This is an optimization exercise on Yosys and OpenROAD, whose aim is small area, not a production implementation. In this exercise RTL edits were held to simulation tests only and were not proved equivalent to the original.

// cfar_detector
module cfar_detector #(
    parameter DATA_WIDTH = 16,
    parameter GUARD_CELLS = 4,
    parameter REFERENCE_CELLS = 16
)(
    input wire clk,
    input wire rst_n,
    input wire enable,
    input wire [DATA_WIDTH-1:0] data_in,
    input wire data_valid,
    input wire [15:0] threshold_scale,
    output reg [15:0] detected_range,
    output reg [15:0] detected_velocity,
    output reg target_detected
);
wire acc = enable & data_valid;
reg [15:0] dly [1:41];           
reg [20:0] rsum;                 
reg [15:0] cnt;                  
reg        warm;                 
reg        p1, p2;               
integer i;
always @(posedge clk) begin
    if (acc) begin
        dly[1] <= data_in;
        for (i = 2; i <= 41; i = i + 1)
            dly[i] <= dly[i-1];
    end
end
wire [5:0] c6 = cnt[5:0];
wire v16 = warm | (c6 >= 6'd16);
wire v21 = warm | (c6 >= 6'd21);
wire v25 = warm | (c6 >= 6'd25);
wire v41 = warm | (c6 >= 6'd41);
wire [15:0] t16 = dly[16] & {16{v16}};
wire [15:0] t25 = dly[25] & {16{v25}};
wire [15:0] t41 = dly[41] & {16{v41}};
wire [20:0] rsum_next = rsum + data_in - t16 + t25 - t41;
wire [15:0] mean = rsum[20:5];
wire [16:0] tlow = mean * threshold_scale;
reg hi;
always @(*) begin
    hi = 1'b0;
    for (i = 1; i < 16; i = i + 1)
        hi = hi | (threshold_scale[i] & (|(mean >> (16 - i))));
end
wire [15:0] cut = dly[21];
wire det_next = v21 & ~hi & ~tlow[16] & (cut > tlow[15:0]);
always @(posedge clk or negedge rst_n) begin
    if (!rst_n) begin
        rsum <= 0;
        cnt <= 0;
        warm <= 0;
        p1 <= 0;
        p2 <= 0;
        target_detected <= 0;
        detected_range <= 0;
        detected_velocity <= 0;
    end else if (acc) begin
        rsum <= rsum_next;
        cnt <= cnt + 1'b1;
        if (&c6)
            warm <= 1'b1;
        p1 <= det_next;
        p2 <= p1;
        target_detected <= p2;
        if (p2) begin
            detected_range <= {6'd0, cnt[9:0]};
            detected_velocity <= {10'd0, cnt[15:10]};
        end
    end
end
endmodule
clock: 10.0 ns
lec_check: 0
cap_margin: 20
core_margin: 2
core_utilization: 60
cts_buf_list: sky130_fd_sc_hd__clkbuf_8
cts_cluster_size: 30
slew_margin: 20
run.sh (not shown) runs the stock make flow with config.mk's settings and CLKGATE_MAP_FILE= SYNTH_SCRIPT=/design/flow/synth_recipe.tcl, a recipe that flattens the netlist after the stock synthesis.
The baseline ran to the end with no violations.
Change:
CORE_UTILIZATION = 40   (was 60)
CTS_BUF_LIST = sky130_fd_sc_hd__clkbuf_4   (was sky130_fd_sc_hd__clkbuf_8)
CTS_CLUSTER_SIZE = not set   (was 30)
Effect: Final area goes up by 1.6%. Cell count goes up by 17%. Area after synthesis does not change. Worst setup slack gets better by 86 ps. Core utilization goes down by 21 points.


== run 1 ==
Another version of the RTL of cfar_detector (not shown whole).
Size in the first run: ~1500 cells after synthesis, ~28000 um2 of cells after synthesis.
Settings: LEC_CHECK=0, CAP_MARGIN=20, CORE_MARGIN=2, CORE_UTILIZATION=60, SLEW_MARGIN=20; clock period 10.0 ns.
standard.sh (not shown) runs the stock make flow with config.mk's settings and CLKGATE_MAP_FILE= SYNTH_SCRIPT=/design/flow/synth_recipe.tcl, a recipe that flattens the netlist after the stock synthesis.
==> flow/flow/run.sh <==
#!/bin/bash
# Standard ORFS layout with these changes:
#  - after the standard synthesis, flow/fapol.py chooses the polarity of each full
#    adder (a full adder is self-dual) and of simple gates so that fewer inverters
#    are needed; registers and ports are left as the synthesis made them;
#  - input/output port buffers use the smallest buffer cell;
#  - one tie cell drives all constant-0 outputs;
#  - clock tree synthesis uses clkbuf_8 without dummy loads.
set -euo pipefail
export SKIP_REPAIR_TIE_FANOUT=1
export BUFFER_PORTS_ARGS="-buffer_cell sky130_fd_sc_hd__buf_1"
export CTS_ARGS="-sink_clustering_enable -repair_clock_nets -dont_use_dummy_load -buf_list sky130_fd_sc_hd__clkbuf_8 -sink_clustering_size 18 -sink_clustering_max_diameter 60"
R=orfs/results/${FLOW_PLATFORM}/cfar_detector/base
LIB=${FLOW_HOME}/platforms/${FLOW_PLATFORM}/lib/sky130_fd_sc_hd__tt_025C_1v80.lib
bash standard.sh synth > synth_make.log 2>&1
cp $R/1_2_yosys.v $R/1_2_yosys_standard.v
python3 flow/fapol.py $R/1_2_yosys_standard.v $R/1_2_yosys.v $LIB > fapol.log 2>&1
rm -f $R/1_synth.odb $R/1_synth.sdc
bash standard.sh finish > standard_make.log 2>&1
Other scripts of this flow, unchanged in this note and not shown: flow/flow/fapol.py
diff inputs: run 1 => run 2
-- flow/flow/run.sh --
<<< run 1, line 6
#  - input/output port buffers use the smallest buffer cell;
#  - one tie cell drives all constant-0 outputs;
#  - clock tree synthesis uses clkbuf_8 without dummy loads.
set -euo pipefail
export SKIP_REPAIR_TIE_FANOUT=1
export BUFFER_PORTS_ARGS="-buffer_cell sky130_fd_sc_hd__buf_1"
>>> run 2, line 6
#  - input/output port buffers use the smallest buffer cell;
#  - clock tree synthesis uses clkbuf_8 without dummy loads.
set -euo pipefail
export BUFFER_PORTS_ARGS="-buffer_cell sky130_fd_sc_hd__buf_1"
### Flow results
Comparing run 2 and run 1, largest net degree at the start of global routing is lower on run 2.
Looking at hold slack across both flows, run 2 is the weaker of the two, with run 1 ahead.
As far as count of maximum capacitance violations goes, run 2 and run 1 are indistinguishable; the numbers are identical.
Run 2 and run 1 ended up with nearly the same total non-filler cell area in the finished layout.
--- input diff run 2..run 3 ---
-- flow/flow/run.sh --
<<< run 2, line 6
#  - input/output port buffers use the smallest buffer cell;
#  - clock tree synthesis uses clkbuf_8 without dummy loads.
set -euo pipefail
export BUFFER_PORTS_ARGS="-buffer_cell sky130_fd_sc_hd__buf_1"
>>> run 3, line 6
#  - input/output port buffers use the smallest buffer cell;
#  - one tie cell drives all constant-0 outputs;
#  - clock tree synthesis uses clkbuf_8 without dummy loads.
set -euo pipefail
export SKIP_REPAIR_TIE_FANOUT=1
export BUFFER_PORTS_ARGS="-buffer_cell sky130_fd_sc_hd__buf_1"
-- flow/config.mk --
<<< run 2, line 9
export CORE_MARGIN = 2
export CORE_UTILIZATION = 60
export SLEW_MARGIN = 20
>>> run 3, line 9
export CORE_MARGIN = 2
export CORE_UTILIZATION = 70
export SLEW_MARGIN = 20
==> comparison <==
Run 3 vs. run 2: floorplan die area shows a reduction of 14%; wire length shows a reduction of about 1.7%. Lower ratio of cells with drive above 1 in the final layout among run 2 and run 3: run 3. Cmp run 3 vs run 2: portion of the clock cycle consumed by the worst path in the final layout higher in run 3. Run 3 against run 2: global-route usage increased by 2.8 points relative to the old numbers. Run 3 completed every stage of the flow, and the final layout passed the timing, DRC and antenna checks. The placed cell count in run 2 is 1.05 times that in run 3.
Input changes introduced in run 4 (baseline for comparison: run 3):
-- flow/flow/run.sh --
<<< run 3, line 6
#  - input/output port buffers use the smallest buffer cell;
#  - one tie cell drives all constant-0 outputs;
#  - clock tree synthesis uses clkbuf_8 without dummy loads.
set -euo pipefail
export SKIP_REPAIR_TIE_FANOUT=1
export BUFFER_PORTS_ARGS="-buffer_cell sky130_fd_sc_hd__buf_1"
>>> run 4, line 6
#  - input/output port buffers use the smallest buffer cell;
#  - clock tree synthesis uses clkbuf_8 without dummy loads.
set -euo pipefail
export BUFFER_PORTS_ARGS="-buffer_cell sky130_fd_sc_hd__buf_1"
==> summary.txt <==
- Run 4 against run 3: number of cells in the design after placement higher; delay of the slowest critical-path stage about even.


cfar_detector with an RTL version that a note above also has.
For scale: roughly 1700 cells after synthesis, about 710 flip-flops, about 69 I/O pins.
Settings: LEC_CHECK=0, CAP_MARGIN=20, CORE_MARGIN=2, CORE_UTILIZATION=60, SLEW_MARGIN=20; clock period 10.0 ns.
==> flow/flow/run.sh <==
#!/bin/bash
# Standard ORFS layout with two changes: input/output port buffers use the
# smallest buffer cell, and clock tree synthesis uses small clock buffers
# without dummy loads.
set -euo pipefail
export BUFFER_PORTS_ARGS="-buffer_cell sky130_fd_sc_hd__buf_1"
export CTS_ARGS="-sink_clustering_enable -repair_clock_nets -dont_use_dummy_load -buf_list sky130_fd_sc_hd__clkbuf_8 -sink_clustering_size 20 -sink_clustering_max_diameter 80"
bash standard.sh finish > standard_make.log 2>&1
The starting point passed the timing, DRC and antenna checks.
Next try:
==> flow/run.sh (new file) <==
#!/bin/bash
# synth_recipe.tcl (not shown) runs the flow's synth.tcl, then flattens the netlist and writes it again
# the make line also repeats each setting of config.mk as NAME=value (left out here)
make -C /OpenROAD-flow-scripts/flow DESIGN_CONFIG=/design/flow/config.mk WORK_HOME=/design/flow/orfs CLKGATE_MAP_FILE= SYNTH_SCRIPT=/design/flow/synth_recipe.tcl finish
- CORE_UTILIZATION: 60 -> 40
removed: flow/flow/run.sh
removed: flow/standard.sh
Fmax fell by about 5%.
Area after synthesis stays the same.
Clock-buffer cell count rose by 40.


cfar_detector, a different RTL version from the one above (not shown whole).
For scale: roughly 1400 cells after synthesis, ~69 I/O pins, about 28000 um2 of cells after synthesis.
Settings: LEC_CHECK=0, CAP_MARGIN=20, CORE_MARGIN=2, CORE_UTILIZATION=70, SLEW_MARGIN=20; clock period 10.0 ns.
==> flow/flow/run.sh <==
#!/bin/bash
# Standard ORFS layout with these changes:
#  - after the standard synthesis, flow/fapol.py chooses the polarity of each full
#    adder (a full adder is self-dual) and of simple gates so that fewer inverters
#    are needed; registers and ports are left as the synthesis made them;
#  - input/output port buffers use the smallest buffer cell;
#  - one tie cell drives all constant-0 outputs;
#  - clock tree synthesis uses clkbuf_8 without dummy loads.
set -euo pipefail
export SKIP_REPAIR_TIE_FANOUT=1
export BUFFER_PORTS_ARGS="-buffer_cell sky130_fd_sc_hd__buf_1"
export CTS_ARGS="-sink_clustering_enable -repair_clock_nets -dont_use_dummy_load -buf_list sky130_fd_sc_hd__clkbuf_16 -sink_clustering_size 30 -sink_clustering_max_diameter 70"
R=orfs/results/${FLOW_PLATFORM}/cfar_detector/base
LIB=${FLOW_HOME}/platforms/${FLOW_PLATFORM}/lib/sky130_fd_sc_hd__tt_025C_1v80.lib
bash standard.sh synth > synth_make.log 2>&1
cp $R/1_2_yosys.v $R/1_2_yosys_standard.v
python3 flow/fapol.py $R/1_2_yosys_standard.v $R/1_2_yosys.v $LIB > fapol.log 2>&1
rm -f $R/1_synth.odb $R/1_synth.sdc
bash standard.sh finish > standard_make.log 2>&1
Other scripts of this flow, unchanged in this note and not shown: flow/flow/fapol.py
Rerun with:
--- a/flow/flow/run.sh
+++ b/flow/flow/run.sh
@@ -11,3 +11,3 @@
 export BUFFER_PORTS_ARGS="-buffer_cell sky130_fd_sc_hd__buf_1"
-export CTS_ARGS="-sink_clustering_enable -repair_clock_nets -dont_use_dummy_load -buf_list sky130_fd_sc_hd__clkbuf_16 -sink_clustering_size 30 -sink_clustering_max_diameter 70"
+export CTS_ARGS="-sink_clustering_enable -repair_clock_nets -dont_use_dummy_load -buf_list {sky130_fd_sc_hd__clkbuf_8 sky130_fd_sc_hd__clkbuf_16} -sink_clustering_size 24 -sink_clustering_max_diameter 70"
 R=orfs/results/${FLOW_PLATFORM}/cfar_detector/base
Result:
- first-iteration DRC count went down by about 5.6%
- utilization went up by 0.38 points
- non-clock buffer count does not change
- sequential cell count is unchanged
- worst setup slack got worse by 0.084 ns
- critical path depth does not change
- global-route usage went up by 1.1 points

==> separate check: timing with driven ports <==
How much do the figures lean on ideal ports? The routed layouts below were timed once more, with nothing changed but the port constraints.
Step 1: set_driving_cell puts a clkbuf_16 on clk and a buf_2 on each other input, an assumption about the parent block.
Step 2 also shifts input and output timing later by t, the mid clock arrival at the registers, as if the neighbouring blocks saw the same clock.
a / b / c = ideal / step 1 / step 2; a / b = the first two.
| run | t (ns) | setup slack, ns | worst setup path after step 2 | worst data-port slew with drivers (ns) | pins driven straight from the clock port |
|---|---|---|---|---|---|
| the first run of note 1 | 0.718 | 2.004 / 2.031 / 1.314 | input to register | 0.05 | 1 |
| the second run of note 1 | 0.994 | 2.090 / 2.113 / 1.119 | input to register | 0.06 | 1 |
| run 1 | 0.658 | 0.946 / 0.972 / 0.314 | input to register | 0.06 | 1 |
| run 2 | 0.695 | 1.002 / 1.033 / 0.338 | input to register | 0.05 | 1 |
| run 3 | 0.663 | 0.857 / 0.885 / 0.222 | input to register | 0.04 | 1 |
| run 4 | 0.652 | 0.889 / 0.916 / 0.264 | input to register | 0.05 | 1 |
| the first run of note 3 | 0.655 | 2.151 / 2.182 / 1.527 | input to register | 0.05 | 1 |
| the second run of note 3 | 0.663 | 1.731 / 1.756 / 1.093 | input to register | 0.05 | 1 |
| the first run of note 4 | 0.637 | 0.844 / 0.876 / 0.239 | input to register | 0.04 | 1 |
| the second run of note 4 | 0.595 | 0.760 / 0.791 / 0.196 | input to register | 0.05 | 1 |
After both steps every run listed still meets setup and hold. The setup slack of the second run of note 1, which loses most, moves by +0.023 ns with the drivers and by -0.971 ns with both steps.
